Source: an optimization exercise on an open RTL-to-GDS flow (aim: small area). Production flows keep margins and buffers that such runs may drop.
Where RTL was checked, it was by simulation tests only, not by an equivalence proof against the original.

// MULTI_32bit
module MULTI_32bit(clk, rst, A, B, F);
  input clk, rst;
  input [31:0] A;
  input [31:0] B;
  output reg [31:0] F;
  wire [45:0] prod;
  wire pp_0_0 = ~(A[0] & B[0]);
  wire pp_0_1 = ~(A[0] & B[1]);
  wire pp_0_2 = ~(A[0] & B[2]);
  wire pp_0_3 = ~(A[0] & B[3]);
  wire pp_0_4 = ~(A[0] & B[4]);
  wire pp_0_5 = ~(A[0] & B[5]);
  wire pp_0_6 = ~(A[0] & B[6]);
  wire pp_0_7 = ~(A[0] & B[7]);
  wire pp_0_8 = ~(A[0] & B[8]);
  wire pp_0_9 = ~(A[0] & B[9]);
  wire pp_0_10 = ~(A[0] & B[10]);
  wire pp_0_11 = ~(A[0] & B[11]);
  wire pp_0_12 = ~(A[0] & B[12]);
  wire pp_0_13 = ~(A[0] & B[13]);
  wire pp_0_14 = ~(A[0] & B[14]);
  wire pp_0_15 = ~(A[0] & B[15]);
  wire pp_0_16 = ~(A[0] & B[16]);
  wire pp_0_17 = ~(A[0] & B[17]);
  wire pp_0_18 = ~(A[0] & B[18]);
  wire pp_0_19 = ~(A[0] & B[19]);
  wire pp_0_20 = ~(A[0] & B[20]);
  wire pp_0_21 = ~(A[0] & B[21]);
  wire pp_0_22 = ~(A[0] & B[22]);
  wire pp_1_0 = ~(A[1] & B[0]);
  wire pp_1_1 = ~(A[1] & B[1]);
  wire pp_1_2 = ~(A[1] & B[2]);
  wire pp_1_3 = ~(A[1] & B[3]);
  wire pp_1_4 = ~(A[1] & B[4]);
  wire pp_1_5 = ~(A[1] & B[5]);
  wire pp_1_6 = ~(A[1] & B[6]);
  wire pp_1_7 = ~(A[1] & B[7]);
  wire pp_1_8 = ~(A[1] & B[8]);
  wire pp_1_9 = ~(A[1] & B[9]);
  wire pp_1_10 = ~(A[1] & B[10]);
  wire pp_1_11 = ~(A[1] & B[11]);
  wire pp_1_12 = ~(A[1] & B[12]);
  wire pp_1_13 = ~(A[1] & B[13]);
  wire pp_1_14 = ~(A[1] & B[14]);
  wire pp_1_15 = ~(A[1] & B[15]);
  wire pp_1_16 = ~(A[1] & B[16]);
  wire pp_1_17 = ~(A[1] & B[17]);
  wire pp_1_18 = ~(A[1] & B[18]);
  wire pp_1_19 = ~(A[1] & B[19]);
  wire pp_1_20 = ~(A[1] & B[20]);
  wire pp_1_21 = ~(A[1] & B[21]);
  wire pp_1_22 = ~(A[1] & B[22]);
  wire pp_2_0 = ~(A[2] & B[0]);
  wire pp_2_1 = ~(A[2] & B[1]);
  wire pp_2_2 = ~(A[2] & B[2]);
  wire pp_2_3 = ~(A[2] & B[3]);
  wire pp_2_4 = ~(A[2] & B[4]);
  wire pp_2_5 = ~(A[2] & B[5]);
  wire pp_2_6 = ~(A[2] & B[6]);
  wire pp_2_7 = ~(A[2] & B[7]);
  wire pp_2_8 = ~(A[2] & B[8]);
  ...
Settings: LEC_CHECK=0, CAP_MARGIN=20, CORE_MARGIN=2, CORE_UTILIZATION=40, SLEW_MARGIN=20, SYNTH_HIERARCHICAL=1, SYNTH_MINIMUM_KEEP_SIZE=0; clock period 8.0 ns.
run.sh (not shown) runs the stock make flow with config.mk's settings and CLKGATE_MAP_FILE= SYNTH_SCRIPT=/design/flow/synth_recipe.tcl, a recipe that flattens the netlist after the stock synthesis.
Then changed:
CORE_UTILIZATION = 55   (was 40)
CTS_BUF_LIST = sky130_fd_sc_hd__clkbuf_4   (was not set)
=> Global-route usage grows by 8.4 points. Setup slack gains 68 ps. Wire length shrinks by a few percent. Utilization grows by 17 points. Maximum frequency grows slightly. Non-clock buffer count shrinks by 8. Cell count shrinks by a few percent. Cell area shrinks by a few percent. Via count shrinks slightly.

MULTI_32bit, a different RTL version from the one above (not shown whole).
Size in the first run: roughly 1700 cells after synthesis, about 120 flip-flops, roughly 98 I/O pins, about 18000 µm² of cells after synthesis.
==> flow/design.v (excerpt) <==
module MULTI_32bit(clk, rst, A, B, F);
  input clk, rst;
  input [31:0] A;
  input [31:0] B;
  output reg [31:0] F;
  wire [45:0] prod;
  wire bone_0 = B[0] ^ 1'b0;
  wire btwo_0 = (B[1] & ~B[0] & ~1'b0) | (~B[1] & B[0] & 1'b0);
  wire bneg_0 = B[1] & ~(B[0] & 1'b0);
  wire bnegc_0 = ~bneg_0;
  wire pp_0_0;
  bsel1 u_pp_0_0 (.a(A[0]), .s(bone_0), .neg(bneg_0), .y(pp_0_0));
  wire pp_0_1;
  bsel u_pp_0_1 (.a0(A[1]), .a1(A[0]), .one(bone_0), .two(btwo_0), .neg(bneg_0), .y(pp_0_1));
  wire pp_0_2;
  bsel u_pp_0_2 (.a0(A[2]), .a1(A[1]), .one(bone_0), .two(btwo_0), .neg(bneg_0), .y(pp_0_2));
  wire pp_0_3;
  bsel u_pp_0_3 (.a0(A[3]), .a1(A[2]), .one(bone_0), .two(btwo_0), .neg(bneg_0), .y(pp_0_3));
  wire pp_0_4;
  bsel u_pp_0_4 (.a0(A[4]), .a1(A[3]), .one(bone_0), .two(btwo_0), .neg(bneg_0), .y(pp_0_4));
  wire pp_0_5;
  bsel u_pp_0_5 (.a0(A[5]), .a1(A[4]), .one(bone_0), .two(btwo_0), .neg(bneg_0), .y(pp_0_5));
  wire pp_0_6;
  bsel u_pp_0_6 (.a0(A[6]), .a1(A[5]), .one(bone_0), .two(btwo_0), .neg(bneg_0), .y(pp_0_6));
  wire pp_0_7;
  bsel u_pp_0_7 (.a0(A[7]), .a1(A[6]), .one(bone_0), .two(btwo_0), .neg(bneg_0), .y(pp_0_7));
  wire pp_0_8;
  bsel u_pp_0_8 (.a0(A[8]), .a1(A[7]), .one(bone_0), .two(btwo_0), .neg(bneg_0), .y(pp_0_8));
  wire pp_0_9;
  bsel u_pp_0_9 (.a0(A[9]), .a1(A[8]), .one(bone_0), .two(btwo_0), .neg(bneg_0), .y(pp_0_9));
  wire pp_0_10;
  bsel u_pp_0_10 (.a0(A[10]), .a1(A[9]), .one(bone_0), .two(btwo_0), .neg(bneg_0), .y(pp_0_10));
  wire pp_0_11;
  bsel u_pp_0_11 (.a0(A[11]), .a1(A[10]), .one(bone_0), .two(btwo_0), .neg(bneg_0), .y(pp_0_11));
  wire pp_0_12;
  bsel u_pp_0_12 (.a0(A[12]), .a1(A[11]), .one(bone_0), .two(btwo_0), .neg(bneg_0), .y(pp_0_12));
  wire pp_0_13;
  bsel u_pp_0_13 (.a0(A[13]), .a1(A[12]), .one(bone_0), .two(btwo_0), .neg(bneg_0), .y(pp_0_13));
  wire pp_0_14;
  bsel u_pp_0_14 (.a0(A[14]), .a1(A[13]), .one(bone_0), .two(btwo_0), .neg(bneg_0), .y(pp_0_14));
  wire pp_0_15;
  bsel u_pp_0_15 (.a0(A[15]), .a1(A[14]), .one(bone_0), .two(btwo_0), .neg(bneg_0), .y(pp_0_15));
  wire pp_0_16;
  bsel u_pp_0_16 (.a0(A[16]), .a1(A[15]), .one(bone_0), .two(btwo_0), .neg(bneg_0), .y(pp_0_16));
  wire pp_0_17;
  bsel u_pp_0_17 (.a0(A[17]), .a1(A[16]), .one(bone_0), .two(btwo_0), .neg(bneg_0), .y(pp_0_17));
  wire pp_0_18;
  ...
export LEC_CHECK = 0
export CAP_MARGIN = 20
export CORE_MARGIN = 2
export CORE_UTILIZATION = 55
export CTS_BUF_LIST = sky130_fd_sc_hd__clkbuf_4
export SLEW_MARGIN = 20
export SYNTH_HIERARCHICAL = 1
export SYNTH_MINIMUM_KEEP_SIZE = 0
create_clock -name core_clock -period 8.0 [get_ports {clk}]
standard.sh (not shown) runs the stock make flow with config.mk's settings and CLKGATE_MAP_FILE= SYNTH_SCRIPT=/design/flow/synth_recipe.tcl, a recipe that flattens the netlist after the stock synthesis.
==> flow/flow/run.sh <==
#!/bin/bash
# Own layout flow: the standard ORFS flow (standard.sh, unchanged synthesis) with
#  - port buffers of a small buffer cell instead of the default delay buffer,
#  - every combinational cell set to its smallest drive strength after floorplan,
#    so that the later repair steps only upsize what timing, slew and load need.
set -euo pipefail
W=$(pwd)
export POST_FLOORPLAN_TCL=$W/flow/downsize.tcl
if [[ -f $W/flow/port_buffer ]]; then
  export BUFFER_PORTS_ARGS="-buffer_cell $(cat $W/flow/port_buffer)"
fi
bash standard.sh > $W/standard_flow.log 2>&1
==> flow/flow/port_buffer <==
sky130_fd_sc_hd__buf_1
Other scripts of this flow, unchanged in this note and not shown: flow/flow/downsize.tcl
The first run passed the timing, DRC and antenna checks.
Rerun with:
removed: flow/flow/port_buffer
=> The new run finished with timing, DRC and antenna clean; sequential share of layout area fell by 0.58 points; design area rose by 4.8%; non-clock buffer count rose by 11; routed wire length rose by 1.1%; clock-buffer cell count rose by 1; fmax fell by 2.1%; clock skew rose by 0.0032 ns; via count rose by 0.41%; setup slack got worse by 0.16 ns; core utilization rose by 2.7 points.
No run of this note included a check of the RTL's function; only the layout flow was run.

[separate check: timing with driven ports]
The flow's constraints put no driver on any port. The routed layouts listed below were extracted and timed again, unchanged, in two steps. Step 1: set_driving_cell puts a clkbuf_16 on clk and a buf_2 on each other input, an assumption about the parent block. Step 2 also shifts input and output timing later by t, the mid clock arrival at the registers, as if the neighbouring blocks saw the same clock. Three values: ideal, step 1, step 2; two values: the first two.
| run | t, ns | setup WS [ns] | hold WS [ns] | worst setup path after step 2 | worst register clock-pin slew, ns |
|---|---|---|---|---|---|
| the first run of note 1 | 0.451 | 0.223 / 0.242 / -0.209 | 0.321 / 0.321 / 0.321 | input to register | 0.06 / 0.06 |
| the second run of note 1 | 0.560 | 0.291 / 0.254 / -0.306 | 0.335 / 0.335 / 0.335 | input to register | 0.13 / 0.13 |
| the first run of note 2 | 0.563 | 0.483 / 0.500 / -0.063 | 0.324 / 0.324 / 0.324 | input to register | 0.13 / 0.13 |
| the second run of note 2 | 0.546 | 0.319 / 0.336 / -0.210 | 0.322 / 0.322 / 0.322 | input to register | 0.12 / 0.12 |
Met with ideal ports but missed after step 2: setup timing in every run listed. For the second run of note 1, which loses most, drivers alone change the setup slack by -0.037 ns; drivers and shift together by -0.597 ns.
